This is an optimization exercise on Yosys and OpenROAD, whose aim is small area and a short achievable clock period, not a production implementation. Function was checked by simulation only, so behaviour that the tests miss may differ from the original. Power and IR drop assume default switching activity.

## flow/run.sh

```bash
#!/bin/bash
set -euo pipefail
bash standard.sh place > standard_place.log 2>&1
bash standard.sh SETUP_SLACK_MARGIN=13 finish > standard_finish.log 2>&1
```

## standard.sh

```bash
#!/bin/bash
# synth_recipe.tcl (not shown) runs the flow's synth.tcl, then flattens the netlist and writes it again
# the make line also repeats each setting of config.mk as NAME=value (left out here)
make -C /OpenROAD-flow-scripts/flow DESIGN_CONFIG=/design/flow/config.mk WORK_HOME=/design/flow/orfs CLKGATE_MAP_FILE= SYNTH_SCRIPT=/design/flow/synth_recipe.tcl "${@:-finish}"
```

## config.mk

```make
export PLATFORM = sky130hd
export DESIGN_NAME = multiCycleDatapath
export DESIGN_NICKNAME = multiCycleDatapath
export VERILOG_FILES = /design/flow/design.v
export SDC_FILE = /design/flow/constraint.sdc
export NUM_CORES = 8
export LEC_CHECK = 0
export CAP_MARGIN = 20
export CORE_MARGIN = 2
export CORE_UTILIZATION = 60
export CTS_BUF_LIST = sky130_fd_sc_hd__clkbuf_16
export CTS_CLUSTER_DIAMETER = 60
export CTS_CLUSTER_SIZE = 30
export SLEW_MARGIN = 20
export SYNTH_MEMORY_MAX_BITS = 8192
```

## constraint.sdc

```tcl
create_clock -name core_clock -period 17.5 [get_ports {clk}]
set_input_delay 3.5000 -clock core_clock [delete_from_list [all_inputs] [get_ports {clk}]]
set_output_delay 3.5000 -clock core_clock [all_outputs]
set_load 0.01 [all_outputs]
```

## design.v

```verilog
module ksCarry #(parameter W = 32)(
	input [W-1:0] a, b,
	input cin,
	output cout
);
localparam L = $clog2(W + 1);
wire [W:0] g [0:L];
wire [W:0] p [0:L];
assign g[0] = {a & b, cin};
assign p[0] = {a | b, 1'b0};
genvar l, i;
generate
	for (l = 0; l < L; l = l + 1) begin: lv
		for (i = 0; i <= W; i = i + 1) begin: bt
			if (i >= (1 << l)) begin: m
				assign g[l+1][i] = g[l][i] | (p[l][i] & g[l][i - (1 << l)]);
				assign p[l+1][i] = p[l][i] & p[l][i - (1 << l)];
			end else begin: k
				assign g[l+1][i] = g[l][i];
				assign p[l+1][i] = p[l][i];
			end
		end
	end
endgenerate
assign cout = g[L][W];
endmodule
module ramOneHot #(parameter W = 32, parameter D = 64)(
	input clk,
	input [D-1:0] we,
	input [W-1:0] din,
	input [D-1:0] rsel,
	output [W-1:0] dout
);
wire [W-1:0] acc [0:D];
assign acc[0] = {W{1'b0}};
genvar i;
generate
	for (i = 0; i < D; i = i + 1) begin: word
		reg [W-1:0] m;
		always @(posedge clk) if (we[i]) m <= din;
		assign acc[i+1] = acc[i] | (m & {W{rsel[i]}});
	end
endgenerate
assign dout = acc[D];
endmodule
module ramOneHot2 #(parameter W = 32, parameter D = 32)(
	input clk,
	input [D-1:0] we,
	input [W-1:0] din,
	input [D-1:0] rsel1, rsel2,
	output [W-1:0] dout1, dout2
);
wire [W-1:0] acc1 [0:D];
wire [W-1:0] acc2 [0:D];
assign acc1[0] = {W{1'b0}};
assign acc2[0] = {W{1'b0}};
genvar i;
generate
	for (i = 0; i < D; i = i + 1) begin: word
		reg [W-1:0] m;
		always @(posedge clk) if (we[i]) m <= din;
		assign acc1[i+1] = acc1[i] | (m & {W{rsel1[i]}});
		assign acc2[i+1] = acc2[i] | (m & {W{rsel2[i]}});
	end
endgenerate
assign dout1 = acc1[D];
assign dout2 = acc2[D];
endmodule
module multiCycleDatapath #(parameter N = 32)(
	input [N-1:0] program_data, addr, init_PC,
	input pmode,
	input clk, reset,
	input SysCallAddr,
	output [1:0] flags,
	output wb_en,
	output [4:0] wb_addr,
	output [N-1:0] wb_data
);
function [3:0] encode;
	input [5:0] op;
	input [5:0] fn;
	begin
		if (op == 6'b000000) begin
			case (fn)
				6'b100000: encode = 4'b1000;
				6'b100010: encode = 4'b1001;
				6'b101010: encode = 4'b1010;
				6'b100100: encode = 4'b1011;
				6'b100110: encode = 4'b1101;
				6'b100111: encode = 4'b1110;
				6'b001000, 6'b001100: encode = 4'b1111;
				default: encode = 4'b1100;
			endcase
		end else begin
			case (op)
				6'b000001, 6'b000010, 6'b000011, 6'b000100, 6'b000101,
				6'b001111: encode = 4'b1111;
				6'b100011: encode = 4'b0111;
				6'b101011: encode = 4'b0001;
				6'b001000: encode = 4'b0000;
				6'b001010: encode = 4'b0010;
				6'b001100: encode = 4'b0011;
				6'b001101: encode = 4'b0110;
				6'b001110: encode = 4'b0101;
				default: encode = 4'b0100;
			endcase
		end
	end
endfunction
function [1:0] f0;
	input [N-1:0] p;
	begin
		f0[1] = (&p[31:2]) & ~p[1] & ~p[0];
		f0[0] = ~p[31] & (&p[30:2]);
	end
endfunction
function zsum;
	input [N-1:0] a, b;
	input cin;
	begin
		zsum = &(~(a ^ b ^ {a[N-2:0] | b[N-2:0], cin}));
	end
endfunction
function [7:0] dec3;
	input [2:0] a;
	begin
		dec3 = 8'd1 << a;
	end
endfunction
wire rst = reset & ~pmode;
reg S0, S1, S2, S3, S4, S5, S6, S7, S8;
reg [N-1:0] PC;
reg [29:0]  IR;             
reg [N-1:0] Xr, Yr;         
reg [7:0]   aLo, aHi;       
reg [31:1]  rsSel, rtSel;   
reg [7:0]   pcLo, pcHi;     
reg [1:0]   flags_r;
reg         wb_en_r;
reg [4:0]   wb_addr_r;
reg [N-1:0] wb_data_r;
reg         rfw_en;         
reg [N-1:0] rfw_data;       
assign flags   = flags_r;
assign wb_en   = wb_en_r;
assign wb_addr = wb_addr_r;
assign wb_data = wb_data_r;
wire [3:0]  cls = IR[29:26];
wire [4:0]  rs  = IR[25:21];
wire [4:0]  rt  = IR[20:16];
wire [4:0]  rd  = IR[15:11];
wire [15:0] imm = IR[15:0];
wire useY  = cls[3];
wire [2:0] k = cls[2:0];
wire isBR  = (cls == 4'b1111);
wire isMem = ~cls[3] & k[0] & (k[1] == k[2]);    
wire isSW  = (cls == 4'b0001);
wire sub   = (k == 3'b010) | (useY & (k == 3'b001)) | isBR;
reg [7:0]  pmLo, pmHi;
reg [29:0] pdin;
always @(posedge clk) begin
	pmLo <= dec3(addr[2:0]);
	pmHi <= dec3(addr[5:3]) & {8{pmode}};
	pdin <= {encode(program_data[31:26], program_data[5:0]), program_data[25:0]};
end
wire [63:0] ime;
genvar gi;
generate
	for (gi = 0; gi < 64; gi = gi + 1) begin: imwe
		assign ime[gi] = pmHi[gi / 8] & pmLo[gi % 8];
	end
endgenerate
wire [63:0] fa_dec;
generate
	for (gi = 0; gi < 64; gi = gi + 1) begin: fasel
		assign fa_dec[gi] = pcHi[gi / 8] & pcLo[gi % 8];
	end
endgenerate
wire [29:0] fetch;
ramOneHot #(30, 64) IMEM(.clk(clk), .we(ime), .din(pdin),
	.rsel(fa_dec), .dout(fetch));
wire [31:0] wa_dec = 32'd1 << (useY ? rd : rt);    
wire [N-1:0] X, Y;
ramOneHot2 #(N, 31) RF(.clk(clk), .we(wa_dec[31:1] & {31{rfw_en}}), .din(rfw_data),
	.rsel1(rsSel), .rsel2(rtSel), .dout1(X), .dout2(Y));
wire [63:0] dsel;
generate
	for (gi = 0; gi < 64; gi = gi + 1) begin: dmsel
		assign dsel[gi] = aHi[gi / 8] & aLo[gi % 8];
	end
endgenerate
wire [N-1:0] dout;
ramOneHot #(N, 64) DMEM(.clk(clk), .we(dsel & {64{S6}}), .din(Yr),
	.rsel(dsel), .dout(dout));
wire [N-1:0] PCp4 = {PC[31:2] + 30'd1, PC[1:0]};
wire [N-1:0] bimm = {{14{fetch[15]}}, fetch[15:0], 2'b00};
wire zS1 = zsum(PCp4, bimm, 1'b0);
wire c18a;
ksCarry #(16) C18A(.a(PCp4[17:2]), .b(fetch[15:0]), .cin(1'b0), .cout(c18a));
wire c31a = fetch[15] ? (c18a | (|PCp4[30:18])) : (c18a & (&PCp4[30:18]));
wire oS1 = (PCp4[31] == fetch[15]) & (c31a ^ PCp4[31]);
wire [N-1:0] BF  = useY ? Y : {{16{imm[15]}}, imm};
wire [N-1:0] BFx = BF ^ {N{sub}};
wire c31e;
ksCarry #(31) C31E(.a(X[30:0]), .b(BFx[30:0]), .cin(sub), .cout(c31e));
wire zE = zsum(X, BFx, sub);
wire oE = (X[31] == BFx[31]) & (c31e ^ X[31]);
wire [N-1:0] B   = useY ? Yr : {{16{imm[15]}}, imm};
wire [N-1:0] Bx  = B ^ {N{sub}};
wire [N:0]   sR  = {Xr, 1'b1} + {Bx, sub};
wire [N-1:0] sum = sR[N:1];
wire oR  = (Xr[31] == Bx[31]) & (sum[31] ^ Xr[31]);
wire slt = sum[31] & ~oR;
reg [N-1:0] res;
always @(*) begin
	case (k)
		3'b000, 3'b001: res = sum;
		3'b010: res = {{N-1{1'b0}}, slt};
		3'b011: res = Xr & B;
		3'b100: res = {B[15:0], 16'b0};
		3'b101: res = Xr ^ B;
		default: res = useY ? ~(Xr | B) : (Xr | B);
	endcase
end
wire [4:0]  nrs = S0 ? fetch[25:21] : rs;
wire [4:0]  nrt = S0 ? fetch[20:16] : rt;
wire [31:0] nrs_dec = 32'd1 << nrs;
wire [31:0] nrt_dec = 32'd1 << nrt;
always @(posedge clk) begin
	if (rst) begin
		{S0, S1, S2, S3, S4, S5, S6, S7, S8} <= 9'b100000000;
	end else begin
		S0 <= S4 | S5 | S6 | S8;
		S1 <= S0;
		S2 <= S1 & isMem;
		S5 <= S1 & isBR;
		S7 <= S1 & ~isMem & ~isBR;
		S3 <= S2 & ~isSW;
		S6 <= S2 & isSW;
		S4 <= S3;
		S8 <= S7;
	end
	if (rst) PC <= init_PC;
	else if (S0) PC <= PCp4;
	if (rst) begin
		pcLo <= dec3(init_PC[4:2]);
		pcHi <= dec3(init_PC[7:5]);
	end else if (S0) begin
		pcLo <= {pcLo[6:0], pcLo[7]};
		if (pcLo[7]) pcHi <= {pcHi[6:0], pcHi[7]};
	end
	if (S0) IR <= fetch;
	rsSel <= nrs_dec[31:1];
	rtSel <= nrt_dec[31:1];
	Xr <= X;
	Yr <= Y;
	aLo <= dec3(sum[2:0]);
	aHi <= dec3(sum[5:3]);
	if (rst) flags_r <= f0(init_PC);
	else if (S0) flags_r <= {zS1, oS1};
	else if (S1) flags_r <= {zE, oE};
	else flags_r <= f0(PC);
	wb_en_r <= ~rst & (S3 | S7);
	wb_addr_r <= useY ? rd : rt;
	wb_data_r <= S3 ? dout : res;
	rfw_en <= S4 | S8;
	if (S3 | S7) rfw_data <= S3 ? dout : res;
end
endmodule
```

==> reports/results.ini, run 1 <==
[logic_synthesis]
yosysSeqAreaShare_pct=77.8
synthCells=11900
synth_edf_count=5070
synth_seq_cells=5308
syn_avg_cell_area_um2=16.9
synth_area_um2=202000
synthFlopType=edfxtp_1
ys.warnings.count=6
synth_nets=12200
synthArstFlopShare_pct=0
ys_types=90

[placed_design]
hpwlAfterDp_um=464000
port_buffers=112
dp_slack_ns=11.17
gp_congestion=0.954

[sta]
maxSlewViolCount=0
max_freq_mhz=197
final-setup-viol-count=0
worstMarginPinSlew_ns=1.28
fin_crit_ns=5.08
slew_headroom_pct=14.2
hold_viol_final=0
period_share_pct=29.0
rsz0062_at_grt=yes
tns_ns=0
setup_ws_ns=12.42
fin_skew_ns=0.0961

[global_routing]
grt_pass1_wl_um=1150000
grt_max_degree=66
overflow=0
antenna_found_initial=62
grt_usage_pct=51.1
grt_pass1_vias=127000

[power]
powerDensity_nw_per_um2=119
power_mw=26.9
vdd_drop_max_mv=0.103
p_leak_nw=72.6

[critical_path]
cp_cell_sequence=buf_6
cp.arrival_ns=1.58
crit_path_start_kind=flop
cp_top_family=flip-flops
max_stage_delay_ns=0.46
cp.required_ns=14.00
crit_start=wb_data_r[9]
path_max_fanout=1
worstSetupEndpointType=output pin
worstSetupPathType=flop to output pin
r2r-start=aHi[4]
worst-path-buf-inv=1
cp_slowest_cell=dfxtp_4

[clock_tree]
clock_latency_ns=1.06
cts_max_level=5
clock-sinks=5308
clockBufferDepth=4
cts_made_buffers=334
cts_tree=built
path_clk_slew_ns=0.09
holdBufCountCts=0
root_buffer=clkbuf_16

[finish]
area_growth_pct=11.7
post-route-util_pct=67.1
multi_input_area_um2=42700
seq_area_um2=157000
drive_above_1_share_pct=14.8
final_nets=12500
fillCellCount=22500

[floorplanning]
rows=213
dieArea_um2=341000
coreArea_um2=336000
chipHeight_um=584
start_util_pct=60.1
die_w_um=584
io_pins=140

[drt]
drc=0
routed_wl_um=887000
viasPerCell=8.28
wl_per_cell_um=52.2
vias=141000
firstDrtPassIters=10
ant_nets=0
drt_iter0_markers=31100

[hold_path]
min_from=S5
hold_class=flop to flop

[outcome]
status=complete, no violations

[flow_run]
max_cap_viol_count=0

layout by cell type, fill, tap and decap left out, drive strengths merged, types with 12 or more instances in the layout:
cell type and instances:
bufinv 16, a211oi 19, o21ai 50, ha 204
a21oi 195, clkdlybuf4s50 37, buf 621, nand2b 30
a22oi 1577, inv 379, nand4 328, mux2i 15
and2 198, a31oi 19, or4 50, a22o 638
nor2 329, clkbuf 351, xnor2 71, a222oi 131
o211ai 18, a221oi 613, nor2b 27, nor3 97
diode 81, and4 12, o2111ai 13, a21o 35
nand3 339, edfxtp 5070, xor2 140, o22ai 38
clkinvlp 15, nor4 45, clkinv 113, and3 80
nand2 215, dfxtp 238
cell usage after synthesis (195+ instances only):
library cell  number  area share [%]
nor2_1           322            0.60
a22o_1           638             2.8
ha_1             204             1.3
clkbuf_1         548             1.0
dfxtp_1          238             2.4
a22oi_1         1575             5.9
nand4_1          326             1.0
a21oi_1          195            0.48
edfxtp_1        5070              75
nand2_1          215            0.40
inv_1            231            0.43
a221oi_1         613             2.7
nand3_1          339            0.84
power by group:
part           total [mW]  internal (mW)  switching [mW]
logic                3.41          0.954            2.45
registers            14.3           14.1           0.252
clock network        9.15           4.16            5.00
flip-flops by register name, summed over array words and instances (netlist names), 31 cells and up:
| name | cells |
|---|---|
| DMEM.word.m | 2048 |
| IMEM.word.m | 1920 |
| RF.word.m | 992 |
| PC | 32 |
| Xr | 32 |
| Yr | 32 |
| rfw_data | 32 |
| wb_data_r | 32 |
| rsSel | 31 |
| rtSel | 31 |
layer usage:
metal	wire (um)	track usage [%]	vias up
li1	-	-	50300
met1	278000	65.9	69800
met2	362000	70.8	16300
met3	165000	20.6	4207
met4	81800	35.9	38
met5	357	0.462	-
per-stage QoR:
step | instance area, um2 | hold slack (ns) | std cells
CTS | 224000 | 0.439 | 16900
global route | 225000 | 0.453 | 16900
detailed placement | 210000 | 0.408 | 16200
finish | 225000 | 0.437 | 17000
global placement | 210000 | 0.413 | 16200
floorplan | 202000 | 0.395 | 11900
cells by family after synthesis:
group | Yosys count | synth area share (%)
DFF | 5308 | 77.8
and+or+nand+nor | 1788 | 4.73
muxes | 25 | 0.132
AOI/OAI and AO/OA | 3415 | 13.4
adders and majority gates | 204 | 1.26
buffers and inverters | 966 | 1.84
xor gates and xnor gates | 211 | 0.915
path summary, 6_finish.rpt:
kind                  endpoint  slack, ns  cells after the start
setup / recovery    wb_data[9]      12.42                      1
hold / removal              S0       0.44                      1
setup reg to reg  rfw_data[13]      12.71                      9
hold reg to reg             S0       0.44                      1
cell type report:
class / count / share of cell area, %
flip-flops and latches: 5308 / 69.8
multi-input cells: 5647 / 18.9
diodes: 81 / 0.0899
inverters: 239 / 0.407
clock buffers: 341 / 3.78
clock inverters: 284 / 1.69
well taps: 4407 / 2.45
repair buffers: 685 / 2.87
timing repair:
action	4_1_cts	5_1_grt
gates cloned	9	4
setup endpoints to repair	200	89
setup buffers	60	46
hold endpoints to repair	0	0
resized for setup	525	130
pin swaps	34	38
==> run 2: changes to the inputs <==
--- a/config.mk
+++ b/config.mk
@@ -7,7 +7,7 @@
 export LEC_CHECK = 0
 export CAP_MARGIN = 20
 export CORE_MARGIN = 2
-export CORE_UTILIZATION = 60
+export CORE_UTILIZATION = 65
 export CTS_BUF_LIST = sky130_fd_sc_hd__clkbuf_16
 export CTS_CLUSTER_DIAMETER = 60
 export CTS_CLUSTER_SIZE = 30
==> run 2 against run 1 <==
  * Global-route usage up 2.6 points
  * Via count up 1.1%
  * Sequential share of layout area up 0.21 points
  * Die area down 7.6%
  * Maximum frequency up 0.15%
  * Synthesized cell count unchanged
  * Register-to-register slack better by 0.04 ns
  * Clock-buffer cell count down 15
  * Highest routed layer unchanged
==> reports/results.ini, run 2 <==
[outcome]
status=complete, no violations

[drt]
ant_nets=0  ; unchanged
viasPerCell=8.51  ; +2.9%
vias=142000  ; +1.1%
drc=0  ; unchanged
drt_iter0_markers=35100  ; +13%
firstDrtPassIters=22  ; +12
wl_per_cell_um=51.6  ; -1.2%
routed_wl_um=861000  ; -3.0%

[power]
combPwrFrac_pct=13.0  ; +0.3 points
p_seq_share_pct=54.1  ; +0.8 points
power_mw=26.4  ; -1.8%
powerDensity_nw_per_um2=117  ; -1.5%
clkPwrFrac_pct=32.9  ; -1.2 points
p_leak_nw=72.5  ; -0.18%
p_switching_mw=7.50  ; -2.6%
swShare_pct=28.4  ; -0.24 points
intPower_mw=18.9  ; -1.4%
vdd_drop_max_mv=0.136  ; +32%

[placed_design]
hpwlAfterDp_um=461000  ; -0.60%
port_buffers=112  ; unchanged
gp_congestion=1.00  ; +4.9%
dp.cells=15900  ; -1.5%

[critical_path]
max_stage_delay_ns=0.42  ; -0.04 ns
cp.required_ns=14.00  ; about the same
worst-path-buf-inv=1  ; unchanged
r2r_setup_slack_ns=12.75  ; +0.04 ns
r2r-start=aHi[7]
crit_path_start_kind=flop
r2r_cells=9  ; unchanged
cp.arrival_ns=1.57  ; about the same
cp_top_family=flip-flops
crit_cells=1  ; unchanged
worstSetupEndpointType=output pin
r2r-end=rfw_data[28]
cp_slowest_cell=dfxtp_4
crit_start=wb_data_r[22]
cp_cell_sequence=buf_6
path_max_fanout=1  ; unchanged
worstSetupPathType=flop to output pin

[finish]
layout_commonest_cell=edfxtp_1
drive_above_1_share_pct=15.2  ; +0.41 points
most-common-layout-cells=edfxtp_1 (5070), a22oi_1 (1572), a22o_1 (638)
top_regs=DMEM.word.m (2048), IMEM.word.m (1920), RF.word.m (992)
stdcell_count=16700  ; -1.7%
final_nets=12600  ; +0.36%
post-route-util_pct=72.8  ; +5.6 points
area_growth_pct=11.3
regMostFlops=DMEM.word.m
largest_register_ffs=2048  ; unchanged
fillCellCount=18800  ; -16%

[logic_synthesis]
ys.warnings.count=6  ; unchanged
ys_types=90  ; unchanged
synthCells=11900  ; unchanged
synth_largest_area_cell=edfxtp_1
syn_avg_cell_area_um2=16.9  ; unchanged
synth_area_leaders=edfxtp_1 (75%), a22oi_1 (5.9%), a22o_1 (2.8%)
synth_most_common_cell=edfxtp_1
synth_seq_cells=5308  ; unchanged
synth_edf_count=5070  ; unchanged
synth_common_cells=edfxtp_1 (5070), a22oi_1 (1575), a22o_1 (638)
synth_top_area_share_pct=75.4  ; unchanged
synthFlopType=edfxtp_1
synth_area_um2=202000  ; unchanged
synth_nets=12200  ; unchanged
yosysSeqAreaShare_pct=77.8  ; unchanged
synthArstFlopShare_pct=0  ; unchanged

[floorplanning]
die_w_um=561  ; -3.9%
io_pins=140  ; unchanged
start_util_pct=65.4  ; +5.2 points
coreArea_um2=309000  ; -8.0%
dieArea_um2=315000  ; -7.6%
chipHeight_um=561  ; -3.9%
rows=204  ; -4.2%

[global_routing]
antenna_found_initial=68  ; +9.7%
grt_pass1_vias=129000  ; +1.3%
grt_usage_pct=53.7  ; +2.6 points
overflow=0  ; unchanged
grt_pass1_wl_um=1120000  ; -2.5%
grt_max_degree=66  ; unchanged

[sta]
period_share_pct=29.0  ; -0.042 points
max_freq_mhz=197  ; +0.15%
rsz0062_at_grt=yes
tns_ns=0  ; unchanged
fin_crit_ns=5.07  ; -0.00740 ns
slew_headroom_pct=4.68  ; -9.5 points
worstMarginPinSlew_ns=1.42  ; +0.133 ns
hold_viol_final=0  ; unchanged
fin_skew_ns=0.0699  ; -0.0262 ns
worst_hold_slack_ns=0.438  ; +0.00134 ns
final-setup-viol-count=0  ; unchanged
maxSlewViolCount=0  ; unchanged

[hold_path]
min_from=S8
min_path_cells=1  ; unchanged
hold-path-endpoint=rfw_en
hold_class=flop to flop

[clock_tree]
clockBufferDepth=4  ; unchanged
cts_max_level=5  ; unchanged
clock-sinks=5308  ; unchanged
clock_latency_ns=1.04  ; -0.02 ns
cts_tree=built
root_buffer=clkbuf_16
cts_made_buffers=316  ; -5.4%
holdBufCountCts=0  ; unchanged
path_clk_slew_ns=0.10  ; about the same

[flow_run]
max_cap_viol_count=0  ; unchanged

==> run 2: cell counts after synthesis <==
Identical to the previous run, type by type.
==> run 2: final cells by class <==
class | count | area [um2] | area share [%]
diodes | 54 | 135 | 0.0601
clock buffers | 326 | 8160 | 3.63
clock inverters | 256 | 3270 | 1.45
inverters | 239 | 923 | 0.411
multi-input cells | 5645 | 42800 | 19.1
flip-flops and latches | 5308 | 157000 | 70.0
well taps | 4120 | 5150 | 2.29
repair buffers | 750 | 6940 | 3.09
==> run 2: power by group through the flow <==
stage / registers (mW) / clock network, mW / logic [mW]
after floorplan: 14.5 / 0 / 1.44
after global placement: 14.5 / 0 / 3.02
after detailed placement: 14.6 / 0 / 3.04
after CTS: 14.3 / 8.57 / 3.11
after global routing: 14.3 / 9.01 / 3.37
final: 14.3 / 8.69 / 3.42
==> run 2: logic make-up after synthesis <==
logic type	after synthesis	synth area share [%]
multiplexers	25	0.132
flip-flops	5308	77.8
buffers and inverters	966	1.84
AO/OA/AOI/OAI	3415	13.4
AND/OR/NAND/NOR	1788	4.73
adder cells (fa/ha/maj)	204	1.26
XOR/XNOR	211	0.915
==> run 2: worst max path at each step <==
stage                              to  slack (ns)
after floorplan            flags_r[1]       12.27
after global placement        pcHi[3]       11.32
after detailed placement      pcHi[3]       11.28
after CTS                 wb_data[25]       12.44
after global routing      wb_data[22]       12.45
final                     wb_data[22]       12.43
==> run 2: per-layer routing <==
metal	vias up	track usage [%]	wire, um
met4	96	37.9	82800
met1	69000	68.4	257000
met3	4783	26.3	181000
li1	50300	-	-
met2	18000	71.6	338000
met5	-	1.93	1820
==> run 2: metrics by stage <==
step	setup WS [ns]	area, um2
after floorplan	12.27	202000
after global placement	11.32	210000
after detailed placement	11.28	210000
after CTS	12.44	223000
after global routing	12.45	225000
final	12.43	225000
==> run 2: what timing repair did <==
item	CTS	global route
resized for setup	514	237
pin swaps	39	58
endpoints found under the setup margin	184	84
cloned	8	5
buffers inserted	57	67

## separate check: timing with driven ports
No port has a modelled driver above. Below, the same layouts with a new extraction and two added sets of constraints. Step 1: set_driving_cell puts a clkbuf_16 on clk and a buf_2 on each other input, an assumption about the parent block. Step 2, shift: input delay + t, output delay - t, t = (earliest + latest rising clock arrival at the registers) / 2. This alone moves slack from input paths to output paths. Three values: no drivers, after step 1, after step 2; two values: the first two.
| run | t (ns) | setup WS [ns] | hold slack, ns | clock arrival spread, ns |
|---|---|---|---|---|
| run 1 | 1.128 | 12.418 / 12.292 / 11.888 | 0.437 / 0.437 / 0.437 | 0.106 / 0.107 |
| run 2 | 1.128 | 12.426 / 12.300 / 11.918 | 0.438 / 0.438 / 0.438 | 0.072 / 0.071 |
After both steps every run listed still meets setup and hold. The setup slack of run 1, which loses most, moves by -0.126 ns with the drivers and by -0.530 ns with both steps.
